From an optimization exercise on the open Yosys and OpenROAD flow, aimed at a short achievable clock period and few clock cycles; shortcuts taken in it are not production practice.
Where RTL was checked, it was by simulation tests only, not by an equivalence proof against the original.
Only the layout flow was run in run 2; the RTL was not checked for function there.
Power and IR drop assume default switching activity.

## design/flow/design.v

```verilog
module Core (
	input clk,
	input clr,
	output rom_req,
	output [17:0] rom_addr,
	input [7:0] rom_data,
	output sram_req,
	output sram_we,
	output [18:0] sram_addr,
	output [7:0] sram_wdata,
	input [7:0] sram_rdata,
	input sram_done,
	output [15:1] rf_we,
	output [18:0] rf_wdata,
	output [15:1] rf_rsel1,
	output [15:1] rf_rsel2,
	input [18:0] rf_rdata1,
	input [18:0] rf_rdata2,
	input rf_rsmall2,
	output rf_small16,
	output rf_small19
	);
	localparam CMP = 5'd2, BLT = 5'd7, BLTE = 5'd8, LOAD = 5'd9, STORE = 5'd10,
	           JR = 5'd11, BE = 5'd12, BNE = 5'd13, SUBI = 5'd17, CMPI = 5'd18,
	           LOADI = 5'd23, STOREI = 5'd24, JA = 5'd25, BEI = 5'd26, BNEI = 5'd27,
	           BLTI = 5'd28, BLTEI = 5'd29, JS = 5'd30, INC = 5'd31;
	function [15:1] onehot(input [3:0] x);
		integer k;
		for (k = 1; k < 16; k = k + 1)
			onehot[k] = (x == k);
	endfunction
	reg [17:0] ra_q;      
	reg [17:0] ra_o;      
	reg        rq_ld;     
	reg [17:0] fa_save;   
	assign rom_req = 1'b1;
	assign rom_addr = ra_o;
	reg       av_q;       
	reg [1:0] apos;       
	reg       a4_q;       
	reg [7:0]  bq;
	reg        bv_q;
	reg [1:0]  bpos;
	reg [15:1] rsA_q, rsB_q;      
	reg        flA_q, flB_q;      
	reg        frA_q, frB_q;      
	reg [4:0]  op_q;
	reg        is_load, is_store, is_rbr, is_alu2;
	reg        c_jr, c_lt, c_le, c_eq, c_ne;    
	reg [3:0]  a_q;       
	reg [3:0]  ih_q;      
	reg [7:0]  im_q;      
	reg        brt_q;     
	reg [18:0] opA, opB;  
	reg [3:0]  sh;
	reg [3:0]  widx;      
	reg        wen;
	reg        fen;       
	reg        f_ar, f_sub, f_and, f_or, f_xor, f_mov, f_shl, f_shr;
	reg [18:0] res_q;     
	reg [15:1] wsel_d;    
	reg        fen_d;     
	reg [18:0] fres;      
	wire [18:0] fsrc = fen_d ? res_q : fres;
	wire zf = ~|fsrc;
	wire nf = fsrc[18];
	reg        ldp;       
	reg        ldp_sm;    
	reg [3:0]  ldp_idx;
	reg        ldw;       
	reg        ldw_sm;
	reg [15:1] ldw_oh;
	reg        sreq_q, swe_q;
	reg [18:0] saddr_q;
	reg [7:0]  swd_q;
	assign sram_req = sreq_q;
	assign sram_we = swe_q;
	assign sram_addr = saddr_q;
	assign sram_wdata = swd_q;
	wire [7:0] ld_byte = ldw_sm ? sram_rdata : rom_data;
	assign rf_rsel1 = rsA_q;
	assign rf_rsel2 = rsB_q;
	wire [18:0] resA = {res_q[18:16] & {3{rsA_q[3] | rsA_q[4] | rsA_q[5]}}, res_q[15:0]};
	wire [18:0] resB = {res_q[18:16] & {3{rsB_q[3] | rsB_q[4] | rsB_q[5]}}, res_q[15:0]};
	wire [18:0] rA = flA_q ? {11'd0, ld_byte} : frA_q ? resA : rf_rdata1;
	wire [18:0] rB = flB_q ? {11'd0, ld_byte} : frB_q ? resB : rf_rdata2;
	wire res_smallB = ~|res_q[15:4] & (~|res_q[18:16] | ~(rsB_q[3] | rsB_q[4] | rsB_q[5]));
	wire smallB_r = frB_q ? res_smallB : rf_rsmall2;
	wire [18:0] sum;
	Adder19 _add(.a(opA), .b(opB), .cin(f_sub), .s(sum));
	wire [18:0] res = ({19{f_ar}}  & sum)
	                | ({19{f_and}} & (opA & opB))
	                | ({19{f_or}}  & (opA | opB))
	                | ({19{f_xor}} & (opA ^ opB))
	                | ({19{f_mov}} & opB)
	                | ({19{f_shl}} & (opA << sh))
	                | ({19{f_shr}} & (opA >> sh));
	assign rf_we = wsel_d | ldw_oh;
	assign rf_wdata = ldw ? {11'd0, ld_byte} : res_q;
	wire ld_small = ldw_sm ? ~|sram_rdata[7:4] : ~|rom_data[7:4];
	assign rf_small16 = ldw ? ld_small : ~|res_q[15:4];
	assign rf_small19 = ldw ? ld_small : ~|res_q[18:4];
	wire alu2 = is_alu2;
	wire alui = op_q[4] & (op_q <= 5'd22);
	wire rbr_taken = c_jr | (c_lt & nf) | (c_le & (nf | zf)) | (c_eq & zf) | (c_ne & ~zf);
	wire ibr_taken = (op_q == JA) | (op_q == JS) | ((op_q == BLTI) & nf) | ((op_q == BLTEI) & (nf | zf))
	               | ((op_q == BEI) & zf) | ((op_q == BNEI) & ~zf);
	wire is_ibr = (op_q >= JA) & (op_q <= JS);
	wire d1 = bv_q & (bpos == 2'd1);            
	wire d3 = bv_q & (bpos == 2'd3);            
	wire b3 = av_q & (apos == 2'd3);            
	wire [19:0] imm_b = {ih_q, bq, rom_data};   
	wire [19:0] imm_d = {ih_q, im_q, bq};       
	wire ldi_sm = (ih_q == 4'd0) & (im_q == 8'd0) & (bq[7:4] == 4'd0);
	wire rbr_go  = d1 & is_rbr & rbr_taken;
	wire ld2_rom = d1 & is_load & (flB_q | ~smallB_r);
	wire ldi_rom = d3 & (op_q == LOADI) & ~ldi_sm;
	wire ibr_go  = b3 & is_ibr & brt_q;
	wire [17:0] ra_early = rq_ld ? fa_save : ldi_rom ? imm_d[17:0] : ra_q + 18'd1;
	wire [17:0] ra_next = rbr_go ? rA[17:0] : ld2_rom ? rB[17:0] : ibr_go ? imm_b[17:0] : ra_early;
	wire [17:0] ra_early_o = ldi_rom ? imm_d[17:0] : rq_ld ? fa_save : ra_q + 18'd1;
	wire [17:0] ra_next_o = ld2_rom ? rB[17:0] : rbr_go ? rA[17:0] : ibr_go ? imm_b[17:0] : ra_early_o;
	always @(posedge clk or negedge clr) begin
		if (!clr) begin
			ra_q <= 18'd0;
			ra_o <= 18'd0;
			rq_ld <= 1'b0;
			av_q <= 1'b0;
			apos <= 2'd0;
			bv_q <= 1'b0;
			sreq_q <= 1'b0;
		end else begin
			rq_ld <= ld2_rom | ldi_rom;
			ra_q <= ra_next;
			ra_o <= ra_next_o;
			av_q <= ~rq_ld & ~rbr_go & ~ibr_go;
			if (rbr_go) begin
				apos <= 2'd0;
			end else if (av_q) begin
				case (apos)
					2'd0: apos <= 2'd1;
					2'd1: apos <= a4_q ? 2'd2 : 2'd0;
					2'd2: apos <= 2'd3;
					2'd3: apos <= 2'd0;
				endcase
			end
			bv_q <= av_q & ~rbr_go;
			sreq_q <= (d1 & (is_load | is_store))
			        | (d3 & (op_q == LOADI) & ldi_sm)
			        | (b3 & (op_q == STOREI));
		end
	end
	always @(posedge clk) begin
		if (ld2_rom | ldi_rom)
			fa_save <= ra_q + 18'd1;
		if (av_q && apos == 2'd0)
			a4_q <= rom_data[7] & ~&rom_data[6:3];
		bq <= rom_data;
		bpos <= apos;
		rsA_q <= onehot(rom_data[7:4]);
		rsB_q <= onehot(rom_data[3:0]);
		flA_q <= ldp & (rom_data[7:4] == ldp_idx) & (ldp_idx != 4'd0);
		flB_q <= ldp & (rom_data[3:0] == ldp_idx) & (ldp_idx != 4'd0);
		frA_q <= wen & (rom_data[7:4] == widx);
		frB_q <= wen & (rom_data[3:0] == widx);
		saddr_q <= b3 ? imm_b[18:0] : d3 ? imm_d[18:0] : rB;
		swd_q <= b3 ? opA[7:0] : rA[7:0];
		swe_q <= b3 | (op_q == STORE);
		res_q <= res;
		wsel_d <= wen ? onehot(widx) : 15'd0;
		fen_d <= fen;
		if (fen_d)
			fres <= res_q;
		ldp <= 1'b0;
		ldw <= ldp;
		ldw_sm <= ldp_sm;
		ldw_oh <= ldp ? onehot(ldp_idx) : 15'd0;
		wen <= 1'b0;
		fen <= 1'b0;
		if (bv_q && bpos == 2'd0) begin
			op_q <= bq[7:3];
			is_load <= bq[7:3] == LOAD;
			is_store <= bq[7:3] == STORE;
			is_alu2 <= (bq[7:3] <= 5'd6) | (bq[7:3] == 5'd14) | (bq[7:3] == 5'd15) | (bq[7:3] == INC);
			is_rbr <= (bq[7:3] == JR) | (bq[7:3] == BLT) | (bq[7:3] == BLTE) | (bq[7:3] == BE) | (bq[7:3] == BNE);
			c_jr <= bq[7:3] == JR;
			c_lt <= bq[7:3] == BLT;
			c_le <= bq[7:3] == BLTE;
			c_eq <= bq[7:3] == BE;
			c_ne <= bq[7:3] == BNE;
		end
		if (bv_q && bpos == 2'd2)
			im_q <= bq;
		if (d1) begin
			a_q <= bq[7:4];
			ih_q <= bq[3:0];
			opA <= rA;
			brt_q <= ibr_taken;
			if (alu2) begin
				opB <= (op_q == INC) ? 19'd1 : ((op_q == 5'd1) | (op_q == CMP)) ? ~rB : rB;
				sh <= bq[3:0];
				widx <= bq[7:4];
				wen <= (op_q != CMP) & (bq[7:4] != 4'd0);
				fen <= 1'b1;
			end
			if (is_load) begin
				ldp <= 1'b1;
				ldp_sm <= flB_q ? ~|ld_byte[7:4] : smallB_r;
				ldp_idx <= bq[7:4];
			end
			f_ar  <= (op_q <= 5'd2) | (op_q == INC);
			f_sub <= (op_q == 5'd1) | (op_q == CMP);
			f_and <= (op_q == 5'd3);
			f_or  <= (op_q == 5'd4);
			f_xor <= (op_q == 5'd5);
			f_mov <= (op_q == 5'd6);
			f_shl <= (op_q == 5'd14);
			f_shr <= (op_q == 5'd15);
		end
		if (d3) begin
			if (alui) begin
				opB <= ((op_q == SUBI) | (op_q == CMPI)) ? ~imm_d[18:0] : imm_d[18:0];
				widx <= a_q;
				wen <= (op_q != CMPI) & (a_q != 4'd0);
				fen <= 1'b1;
			end
			if (op_q == LOADI) begin
				ldp <= 1'b1;
				ldp_sm <= ldi_sm;
				ldp_idx <= a_q;
			end
			f_ar  <= op_q <= 5'd18;
			f_sub <= (op_q == SUBI) | (op_q == CMPI);
			f_and <= (op_q == 5'd19);
			f_or  <= (op_q == 5'd20);
			f_xor <= (op_q == 5'd21);
			f_mov <= (op_q == 5'd22);
			f_shl <= 1'b0;
			f_shr <= 1'b0;
		end
		if (b3 && op_q == JS) begin
			opB <= {1'b0, ra_q};
			widx <= 4'd3;
			wen <= 1'b1;
			f_ar  <= 1'b0;
			f_and <= 1'b0;
			f_or  <= 1'b0;
			f_xor <= 1'b0;
			f_mov <= 1'b1;
			f_shl <= 1'b0;
			f_shr <= 1'b0;
		end
	end
endmodule
module Adder19 (
	input [18:0] a,
	input [18:0] b,
	input cin,
	output [18:0] s
	);
	wire [18:0] p0 = a ^ b;
	wire [18:0] g0 = (a & b) | {18'd0, p0[0] & cin};
	wire [18:0] g1, p1, g2, p2, g3, p3, g4, p4, g5, p5;
	genvar i;
	generate
		for (i = 0; i < 19; i = i + 1) begin : pre
			if (i >= 1) begin
				assign g1[i] = g0[i] | (p0[i] & g0[i-1]);
				assign p1[i] = p0[i] & p0[i-1];
			end else begin
				assign g1[i] = g0[i];
				assign p1[i] = p0[i];
			end
			if (i >= 2) begin
				assign g2[i] = g1[i] | (p1[i] & g1[i-2]);
				assign p2[i] = p1[i] & p1[i-2];
			end else begin
				assign g2[i] = g1[i];
				assign p2[i] = p1[i];
			end
			if (i >= 4) begin
				assign g3[i] = g2[i] | (p2[i] & g2[i-4]);
				assign p3[i] = p2[i] & p2[i-4];
			end else begin
				assign g3[i] = g2[i];
				assign p3[i] = p2[i];
			end
			if (i >= 8) begin
				assign g4[i] = g3[i] | (p3[i] & g3[i-8]);
				assign p4[i] = p3[i] & p3[i-8];
			end else begin
				assign g4[i] = g3[i];
				assign p4[i] = p3[i];
			end
			if (i >= 16) begin
				assign g5[i] = g4[i] | (p4[i] & g4[i-16]);
				assign p5[i] = p4[i] & p4[i-16];
			end else begin
				assign g5[i] = g4[i];
				assign p5[i] = p4[i];
			end
		end
	endgenerate
	assign s = p0 ^ {g5[17:0], cin};
endmodule
module Register_File (
	input clk,
	input [15:1] we,
	input [18:0] write_data,
	input [15:1] rsel_1,
	input [15:1] rsel_2,
	output [18:0] read_data_1,
	output [18:0] read_data_2,
	output read_small_2,
	input small16,
	input small19
	);
	reg [18:0] r [1:15];
	reg [15:1] sml;
	integer i;
	always @(posedge clk) begin
		for (i = 1; i < 16; i = i + 1) begin
			if (we[i]) begin
				r[i][15:0] <= write_data[15:0];
				if (i >= 3 && i <= 5) begin
					r[i][18:16] <= write_data[18:16];
					sml[i] <= small19;
				end else begin
					sml[i] <= small16;
				end
			end
		end
	end
	reg [18:0] d1, d2;
	reg s2;
	always @(*) begin
		d1 = 19'd0;
		d2 = 19'd0;
		s2 = 1'b0;
		for (i = 1; i < 16; i = i + 1) begin
			d1 = d1 | ({19{rsel_1[i]}} & ((i >= 3 && i <= 5) ? r[i] : {3'd0, r[i][15:0]}));
			d2 = d2 | ({19{rsel_2[i]}} & ((i >= 3 && i <= 5) ? r[i] : {3'd0, r[i][15:0]}));
			s2 = s2 | (rsel_2[i] & sml[i]);
		end
	end
	assign read_data_1 = d1;
	assign read_data_2 = d2;
	assign read_small_2 = s2 | ~|rsel_2;
endmodule
module core_top (
	input clk,
	input clr,
	output rom_req,
	output [17:0] rom_addr,
	input [7:0] rom_data,
	output sram_req,
	output sram_we,
	output [18:0] sram_addr,
	output [7:0] sram_wdata,
	input [7:0] sram_rdata,
	input sram_done
	);
	wire [15:1] rf_we, rf_rsel1, rf_rsel2;
	wire [18:0] rf_wdata, rf_rdata1, rf_rdata2;
	wire rf_rsmall2, rf_small16, rf_small19;
	Core _Core(.clk(clk), .clr(clr),
		.rom_req(rom_req), .rom_addr(rom_addr), .rom_data(rom_data),
		.sram_req(sram_req), .sram_we(sram_we), .sram_addr(sram_addr),
		.sram_wdata(sram_wdata), .sram_rdata(sram_rdata), .sram_done(sram_done),
		.rf_we(rf_we), .rf_wdata(rf_wdata), .rf_rsel1(rf_rsel1), .rf_rsel2(rf_rsel2),
		.rf_rdata1(rf_rdata1), .rf_rdata2(rf_rdata2), .rf_rsmall2(rf_rsmall2),
		.rf_small16(rf_small16), .rf_small19(rf_small19));
	Register_File _RegisterFile(.clk(clk), .we(rf_we), .write_data(rf_wdata),
		.rsel_1(rf_rsel1), .rsel_2(rf_rsel2),
		.read_data_1(rf_rdata1), .read_data_2(rf_rdata2), .read_small_2(rf_rsmall2),
		.small16(rf_small16), .small19(rf_small19));
endmodule
```

## design/flow/flow/run.sh

```bash
#!/bin/bash
# The standard layout (bash standard.sh), with timing repair aiming for a
# setup slack of MARGIN ns at the design's clock period (and sizing cells
# freely, not only within a footprint), so that the
# layout is pushed below the period. Each tool's output goes to its own
# log under orfs/logs; make's own output goes to make.log here.
set -euo pipefail
MARGIN=6.5
bash standard.sh SETUP_SLACK_MARGIN=$MARGIN MATCH_CELL_FOOTPRINT=0 finish > make.log 2>&1
```

## design/flow/standard.sh

```bash
#!/bin/bash
# synth_recipe.tcl (not shown) runs the flow's synth.tcl, then flattens the netlist and writes it again
# the make line also repeats each setting of config.mk as NAME=value (left out here)
make -C /OpenROAD-flow-scripts/flow DESIGN_CONFIG=/design/flow/config.mk WORK_HOME=/design/flow/orfs CLKGATE_MAP_FILE= SYNTH_SCRIPT=/design/flow/synth_recipe.tcl "${@:-finish}"
```

## design/flow/config.mk

```make
export PLATFORM = sky130hd
export DESIGN_NAME = core_top
export DESIGN_NICKNAME = core_top
export VERILOG_FILES = /design/flow/design.v
export SDC_FILE = /design/flow/constraint.sdc
export NUM_CORES = 4
export LEC_CHECK = 0
export ABC_CLOCK_PERIOD_IN_PS = 2500
export CAP_MARGIN = 20
export CORE_MARGIN = 2
export CORE_UTILIZATION = 40
export PLACE_DENSITY = 0.6
export SLEW_MARGIN = 20
```

## design/flow/constraint.sdc

```tcl
create_clock -name core_clock -period 9.0 [get_ports {clk}]
set_input_delay 1.8000 -clock core_clock [delete_from_list [all_inputs] [get_ports {clk}]]
set_output_delay 1.8000 -clock core_clock [all_outputs]
set_load 0.01 [all_outputs]
```

==> impl_metrics.json, run 1 <==
{
  "core_area_um2": 67300,
  "drc": 0,
  "grt_max_degree": 51,
  "crit_arrival_ps": 1150,
  "place_hpwl_mm": 66.1,
  "hold_depth": 0,
  "ys_warn_count": 3,
  "rsz0062_at_grt": "yes",
  "syn_inst": 2548,
  "layout_commonest_cell": "edfxtp_1",
  "clk_latency_ps": 670,
  "rr_worst_depth": 11,
  "hold_class": "reg2reg",
  "synth-seq-cells": 561,
  "skew_ps": 47.4,
  "overflow": 0,
  "syn-num-nets": 2608,
  "r2r-end": "_Core.res_q[18]$_DFF_P_",
  "final_net_count": 2755,
  "antenna_found_initial": 8,
  "clk_root_buffer_cell": "clkbuf_16",
  "firstDrtPassIters": 6,
  "ir_worst_vdd_v": 0.000166,
  "fin_hold_ws_ps": 367,
  "routedWlPerCell_um": 31.2,
  "dieArea_um2": 70000,
  "clock-sinks": 561,
  "post_synth.cell_area_avg_um2": 10.7,
  "fmax_ghz": 0.339,
  "slew_headroom_pct": 22.1,
  "status": "no timing/DRC/antenna violations",
  "diodes": 0,
  "hold_path_end": "_Core.ldw_sm$_DFF_P_",
  "via_per_inst": 6.63,
  "antenna_left": 0,
  "critPathTopFamily": "flip-flops",
  "async_flop_share_pct": 7.49,
  "power.density_nw_per_um2": 333,
  "io_pins": 67,
  "cts_tree": "done",
  "maxSlewViolCount": 0,
  "layout_common_cells": "edfxtp_1, a22oi_1, nor2_1, nand2_1, a21oi_1",
  "fin_crit_ps": 2950,
  "endpoint_kind": "primary output",
  "path_class": "reg2out",
  "crit_path_max_incr_delay_ps": 400,
  "worst_pin_slew_ps": 1170,
  "hold_start": "_Core.ldp_sm$_DFF_P_",
  "r2r_slack_ps": 6240,
  "p_leak_nw": 12.6,
  "fin_area_um2": 33700,
  "path_buf_inv": 1,
  "cts_made_buffers": 58,
  "report.final.setup_viol": 0,
  "rows": 95,
  "fin_tns_setup_ps": 0,
  "start_util_pct": 40.4,
  "area_growth_pct": 23.9,
  "post-route-period-util_pct": 32.8,
  "setup.worst_path.start_class": "flip-flop",
  "cp.required_ps": 7200,
  "synth_cell_types": 90,
  "die_y_um": 265,
  "port_buffers": 64,
  "netlist_area_um2": 27200,
  "postPlaceCellArea_um2": 28800,
  "fin_util_pct": 50.0,
  "crit-reg2reg-launch": "_Core.f_sub$_DFFE_PP_",
  "clock_path_buffers": 3,
  "clkTransAtPathRegs_ps": 70,
  "vias": 24000,
  "h-tree-depth": 2,
  "routed_wl_mm": 113,
  "ys.flop_type": "edfxtp_1",
  "crit_chain": "buf_6",
  "drv_cap": 0,
  "grt_pass1_wl_mm": 159,
  "synth_edf_count": 338,
  "hold_violations": 0,
  "fp.dieW_um": 265,
  "drive_gt1_share_pct": 24.8,
  "yosysSeqAreaShare_pct": 54.5,
  "num-fill-cells": 5851,
  "drt_iter0_markers": 3654,
  "crit_path_max_fanout": 1,
  "gp_congestion": 0.949,
  "grt_pass1_vias": 22200,
  "grt_usage_pct": 31.0,
  "cp_slowest_cell": "dfxtp_4"
}
worst max path at each step:
stage	start	end	slack (ps)	depth (start not counted)
after floorplan	rom_data[4]	_RegisterFile.sml[10]$_DFFE_PP_	6220	4
after global placement	rom_data[7]	_RegisterFile.sml[14]$_DFFE_PP_	4820	5
after detailed placement	rom_data[7]	_RegisterFile.sml[14]$_DFFE_PP_	4800	5
after CTS	_Core.ra_o[17]$_DFF_PN0_	rom_addr[17]	6010	1
after global routing	_Core.ra_o[17]$_DFF_PN0_	rom_addr[17]	6030	1
final	_Core.saddr_q[4]$_DFF_P_	sram_addr[4]	6050	1
registers in the layout (all words and copies together), names as in the netlist, 18 cells and up:
signal,cells
_Core.fa_save,18
_Core.fres,19
_Core.opA,19
_Core.opB,19
_Core.ra_o,18
_Core.ra_q,18
_Core.res_q,19
_Core.saddr_q,19
_RegisterFile.r,249
metrics by stage:
step                instances  power [mW]  worst slack (ps)
detailed placement       3352        7.77              4800
floorplan                2548        6.29              6220
finish                   3618        11.2              6050
CTS                      3552        10.7              6010
global route             3618        11.6              6030
global placement         3352        7.73              4820
cell usage after synthesis, types with 12 or more instances:
cell | count | area (um2)
nor4_1 | 20 | 125
nand2_1 | 196 | 736
clkbuf_1 | 141 | 529
a22oi_1 | 211 | 1580
ha_1 | 39 | 488
o21ai_0 | 153 | 766
o31ai_1 | 16 | 120
nor3_1 | 42 | 210
dfxtp_1 | 181 | 3620
nand4_1 | 43 | 269
inv_1 | 72 | 270
or2_2 | 21 | 131
a31oi_1 | 14 | 87.6
xor2_1 | 39 | 342
mux2i_1 | 71 | 711
o211ai_1 | 26 | 195
xnor2_1 | 45 | 394
o22ai_1 | 19 | 119
dfrtp_1 | 42 | 1050
nand2b_1 | 32 | 200
a221oi_1 | 30 | 263
edfxtp_1 | 338 | 10100
nor2b_1 | 12 | 75.1
buf_2 | 20 | 100
a21oi_1 | 169 | 846
mux2_2 | 50 | 563
a22o_1 | 30 | 263
nand3_1 | 44 | 220
buf_1 | 21 | 78.8
nor2_1 | 195 | 732
per-layer routing:
metal  vias to the layer above  part of all wire, %  track usage, %
met2                      1957                   44            48.1
met4                         2                  6.9            17.5
met5                         -                0.016               0
li1                       9931                    -               -
met3                       502                   13            7.62
met1                     11600                   36            39.9
cell type report:
cell class	count	area, um2	area share (%)
Timing Repair Buffer	279	2810	8.35
Clock inverter	40	505	1.50
Clock buffer	70	1530	4.54
Multi-Input combinational cell	1717	12600	37.3
Sequential cell	561	14900	44.2
Timing Repair inverter	1	5.00	0.0149
Tap cell	873	1090	3.24
Inverter	77	303	0.899
where the power goes:
part	internal, mW	switching [mW]
clock	1.48	1.10
sequential	3.54	0.649
combinational	1.79	2.64
logic make-up (layout without fill, tap and decap cells):
kind of cell	after synthesis	count (layout)	share of synthesized area, %
AO/OA/AOI/OAI	794	794	19.7
multiplexers	127	127	5.13
buffers and inverters	273	467	4.12
XOR/XNOR	84	84	2.71
flip-flops	561	561	54.5
other	1	1	0.0138
adder cells (fa/ha/maj)	41	41	1.94
AND/OR/NAND/NOR	667	670	11.8
repair_timing:
action | in CTS | in global routing
endpoints found under the setup margin | 348 | 163
hold buffers | 0 | 0
cloned | 15 | 5
pin swaps | 72 | 64
resized for setup | 407 | 140
setup buffers | 75 | 61
Testbench counts, summed over its fixed seeds: cycles 143,602.
==> run 2: changes to the inputs <==
--- a/design/flow/design.v
+++ b/design/flow/design.v
@@ -117,8 +117,22 @@
 	wire ldi_rom = d3 & (op_q == LOADI) & ~ldi_sm;
 	wire ibr_go  = b3 & is_ibr & brt_q;
+	wire [18:0] zp = opA ^ opB;
+	wire [18:0] zk = {opA[17:0] | opB[17:0], f_sub};
+	wire z_sum = &(zp ~^ zk);
+	wire [18:0] lres = ({19{f_and}} & (opA & opB)) | ({19{f_or}} & (opA | opB))
+	                 | ({19{f_xor}} & (opA ^ opB)) | ({19{f_mov}} & opB);
+	wire z_now = f_ar ? z_sum : ~|lres;
+	wire z_known = ~fen | ~(f_shl | f_shr);
+	wire zf_next = fen ? z_now : zf;
+	wire sk_bei = bq[7:3] == BEI;
+	wire sk_bne = bq[7:3] == BNEI;
+	wire skip = bv_q & (bpos == 2'd0) & av_q & (apos == 2'd1) & ~rq_ld & z_known
+	          & ((sk_bei & ~zf_next) | (sk_bne & zf_next));
 	wire [17:0] ra_early = rq_ld ? fa_save : ldi_rom ? imm_d[17:0] : ra_q + 18'd1;
-	wire [17:0] ra_next = rbr_go ? rA[17:0] : ld2_rom ? rB[17:0] : ibr_go ? imm_b[17:0] : ra_early;
+	wire [17:0] ra_next = rbr_go ? rA[17:0] : ld2_rom ? rB[17:0] : ibr_go ? imm_b[17:0]
+	                    : skip ? ra_q + 18'd2 : ra_early;
 	wire [17:0] ra_early_o = ldi_rom ? imm_d[17:0] : rq_ld ? fa_save : ra_q + 18'd1;
-	wire [17:0] ra_next_o = ld2_rom ? rB[17:0] : rbr_go ? rA[17:0] : ibr_go ? imm_b[17:0] : ra_early_o;
+	wire [17:0] ra_next_o = ld2_rom ? rB[17:0] : rbr_go ? rA[17:0] : ibr_go ? imm_b[17:0]
+	                      : skip ? ra_q + 18'd2 : ra_early_o;
 	always @(posedge clk or negedge clr) begin
 		if (!clr) begin
@@ -134,5 +148,5 @@
 			ra_q <= ra_next;
 			ra_o <= ra_next_o;
-			av_q <= ~rq_ld & ~rbr_go & ~ibr_go;
+			av_q <= ~rq_ld & ~rbr_go & ~ibr_go & ~skip;
 			if (rbr_go) begin
 				apos <= 2'd0;
@@ -140,5 +154,5 @@
 				case (apos)
 					2'd0: apos <= 2'd1;
-					2'd1: apos <= a4_q ? 2'd2 : 2'd0;
+					2'd1: apos <= (a4_q & ~skip) ? 2'd2 : 2'd0;
 					2'd2: apos <= 2'd3;
 					2'd3: apos <= 2'd0;
==> impl_metrics.json, run 2 <==
{
  "drc": 0,
  "hold_start": "_Core.ldp_sm$_DFF_P_",
  "core_area_um2": 68500,
  "fp.dieW_um": 267,
  "grt_pass1_vias": 23500,
  "path_class": "reg2reg",
  "synth_compound_area_share_pct": 19.1,
  "crit_path_max_fanout": 13,
  "synth_edf_count": 338,
  "clkTransAtPathRegs_ps": 60,
  "intPower_mw": 7.06,
  "fmax_ghz": 0.287,
  "report.final.setup_viol": 0,
  "port_buffers": 64,
  "clock-sinks": 561,
  "rr_worst_depth": 14,
  "worst_pin_slew_ps": 1140,
  "crit_arrival_ps": 4060,
  "netlist_area_um2": 27600,
  "antenna_left": 0,
  "power.total_mw": 11.8,
  "postPlaceCellArea_um2": 29300,
  "h-tree-depth": 2,
  "yosysMostFrequentCell": "edfxtp_1",
  "grt_max_degree": 57,
  "syn-num-nets": 2691,
  "cts_tree": "done",
  "drt_iter0_markers": 3615,
  "yosysSeqAreaShare_pct": 53.7,
  "grt_usage_pct": 31.2,
  "io_pins": 67,
  "p_switching_mw": 4.74,
  "ir_worst_vdd_v": 0.000200,
  "firstDrtPassIters": 6,
  "antenna_found_initial": 5,
  "overflow": 0,
  "syn_inst": 2630,
  "synth_fa_ha_area_share_pct": 1.96,
  "start_util_pct": 40.3,
  "clk_root_buffer_cell": "clkbuf_16",
  "fin_util_pct": 49.3,
  "grt_pass1_wl_mm": 162,
  "synth.largest_area_cell": "edfxtp_1",
  "r2r_slack_ps": 5510,
  "maxSlewViolCount": 0,
  "r2r-end": "_Core.ra_o[6]$_DFF_PN0_",
  "routed_wl_mm": 114,
  "synth_top_family_by_area": "compound AO/OA/AOI/OAI gates",
  "post-route-period-util_pct": 38.8,
  "status": "no timing/DRC/antenna violations",
  "synth_cell_types": 79,
  "power_frac_comb_pct": 41.9,
  "ys.flop_type": "edfxtp_1",
  "fin_crit_ps": 3490,
  "p_sw_share_pct": 40.2,
  "yosysTopAreaCellShare_pct": 36.8,
  "hold_depth": 0,
  "num-fill-cells": 6080,
  "synth.top_cells.by_area": "edfxtp_1, dfxtp_1, a22oi_1",
  "die_y_um": 267,
  "hold_path_end": "_Core.ldw_sm$_DFF_P_",
  "async_flop_share_pct": 7.49,
  "hold_violations": 0,
  "dieArea_um2": 71100,
  "power.density_nw_per_um2": 350,
  "hold_class": "reg2reg",
  "drive_gt1_share_pct": 23.6,
  "synthSimpleGateAreaFrac_pct": 12.5,
  "synth-seq-cells": 561,
  "setup.worst_path.start_class": "flip-flop",
  "seq_power_share_pct": 36.6,
  "cp.required_ps": 9570,
  "clk_latency_ps": 670,
  "final_net_count": 2813,
  "cts_made_buffers": 60,
  "rows": 96,
  "clock_path_buffers": 3,
  "layout_common_cells": "edfxtp_1, nor2_1, a22oi_1, a21oi_1",
  "endpoint_kind": "flip-flop",
  "vias": 24500,
  "synth_xor_xnor_area_share_pct": 3.52,
  "slew_headroom_pct": 24.1,
  "fin_area_um2": 33700,
  "routedWlPerCell_um": 30.9,
  "ys_warn_count": 3,
  "rsz0062_at_grt": "yes",
  "regMostFlops": "_RegisterFile.r",
  "area_growth_pct": 22.2,
  "postCtsHoldBufs": 0,
  "place_hpwl_mm": 69.1,
  "fin_tns_setup_ps": 0,
  "largest_reg_flops": 249,
  "p_leak_nw": 12.3,
  "gp_congestion": 1.01,
  "layout_commonest_cell": "edfxtp_1",
  "crit-reg2reg-launch": "_Core.opB[16]$_DFF_P_",
  "via_per_inst": 6.65,
  "drv_cap": 0,
  "p_clk_share_pct": 21.5,
  "netlist_top_cells_count": "edfxtp_1, nor2_1, a22oi_1, a21oi_1, dfxtp_1",
  "muxShareOfSynthArea_pct": 5.26,
  "post_synth.cell_area_avg_um2": 10.5,
  "skew_ps": 42.0
}
==> run 2: cell count changes in the layout (fill, tap and decap cells not counted), sizes merged, moves of 10 or more <==
cell    change
a22o       -22
nand4      +30
xnor2      +31
a22oi      +27
a221oi     -14
a21oi      +16
o21ai      -44
a211oi     +10
a221o      +11
o22ai      +16
nor3       +14
nand2      -42
nor2       +63
o221ai     +12
==> run 2: critical path: stages (launching register included) <==
cell	delay [ps]
dfxtp_1	440
inv_1	110
ha_4	290
xnor2_1	180
nor4_1	360
nand4_1	180
or4_1	450
o21ai_2	140
mux2i_2	320
o21a_2	210
buf_12	160
buf_4	130
o21ai_1	60
o21bai_1	180
a41oi_2	190
==> run 2: stage by stage <==
stage	cells	setup WS [ps]	hold WS [ps]
final	3690	5510	364
after global routing	3686	5540	370
after CTS	3662	5620	366
after detailed placement	3436	4310	345
after global placement	3436	4320	349
after floorplan	2630	6050	331
==> run 2: layout make-up <==
cell class / instances / area, um2 / area share [%]
sequential: 561 / 14900 / 44.1
multi-input combinational: 1793 / 13100 / 38.7
clock inverter: 34 / 378 / 1.12
inverter: 73 / 295 / 0.875
timing repair inverter: 1 / 7.51 / 0.0222
clock buffer: 80 / 1650 / 4.89
tap: 882 / 1100 / 3.27
antenna: 4 / 10.0 / 0.0297
timing repair buffer: 262 / 2360 / 6.99
==> run 2: cells by family (layout without fill, tap and decap cells) <==
family,count (synthesis),count (layout)
AOI/OAI and AO/OA,781,781
muxes,128,129
xor gates and xnor gates,111,111
other,1,5
DFF,561,561
buffers and inverters,280,450
and+or+nand+nor,726,729
adders and majority gates,42,42
==> run 2: power by group through the flow <==
stage / sequential (mW) / combinational (mW) / clock, mW
after global routing: 4.36 / 5.24 / 2.65
final: 4.32 / 4.95 / 2.54
after detailed placement: 4.34 / 4.01 / 0
after floorplan: 3.93 / 2.82 / 0
after CTS: 4.26 / 4.58 / 2.56
after global placement: 4.32 / 3.96 / 0
==> run 2: worst max-delay path by stage <==
stage / start / endpoint / cells after the start
floorplan: rom_data[6] / _Core.opB[6]$_DFF_P_ / 7
global placement: rom_data[4] / _RegisterFile.sml[3]$_DFFE_PP_ / 5
CTS: _Core.opA[0]$_DFFE_PP_ / _Core.res_q[18]$_DFF_P_ / 13
global route: _Core.opA[5]$_DFFE_PP_ / _Core.ra_o[6]$_DFF_PN0_ / 14
finish: _Core.opB[16]$_DFF_P_ / _Core.ra_o[6]$_DFF_PN0_ / 14
detailed placement: rom_data[4] / _RegisterFile.sml[5]$_DFFE_PP_ / 5
==> run 2: repair_timing <==
item                                    4_1_cts  5_1_grt
hold endpoints to repair                      0        0
gates resized for setup                     396      112
pin swaps                                    76       57
gates cloned                                 11        2
buffers inserted                            101       22
endpoints found under the setup margin      353      194
==> run 2: per-layer routing <==
metal / part of all wire, % / global-route usage [%] / vias up
met1: 38 / 42.2 / 12000
met5: 0.040 / 0 / -
met4: 5.6 / 15.2 / 6
met3: 13 / 8.51 / 424
met2: 43 / 46.1 / 1881
li1: - / - / 10200

afterwards: timing with drivers on the ports:
How much do the figures lean on ideal ports? The routed layouts below were timed once more, with nothing changed but the port constraints. Step 1, drivers: a clkbuf_16 drives clk and a buf_2 each remaining input, both assumed. Step 2 moves the port delays by t, midway between the first and last clock arrival at a register: inputs arrive t later, outputs are due t later. That takes back most of the time a late clock gives input paths. Slacks: ideal ports / drivers / drivers and shift; pairs: ideal ports / drivers.
run | shift t [ns] | slack for setup (ns) | hold slack, ns | worst setup path at the end | worst register clock-pin slew, ns
run 1 | 0.714 | 6.048 / 5.985 / 5.715 | 0.367 / 0.367 / 0.367 | input to register | 0.07 / 0.07
run 2 | 0.712 | 5.511 / 5.511 / 5.511 | 0.364 / 0.364 / 0.364 | register to register | 0.07 / 0.07
After both steps every run listed still meets setup and hold. For run 1, which loses most, drivers alone change the setup slack by -0.063 ns; drivers and shift together by -0.333 ns.
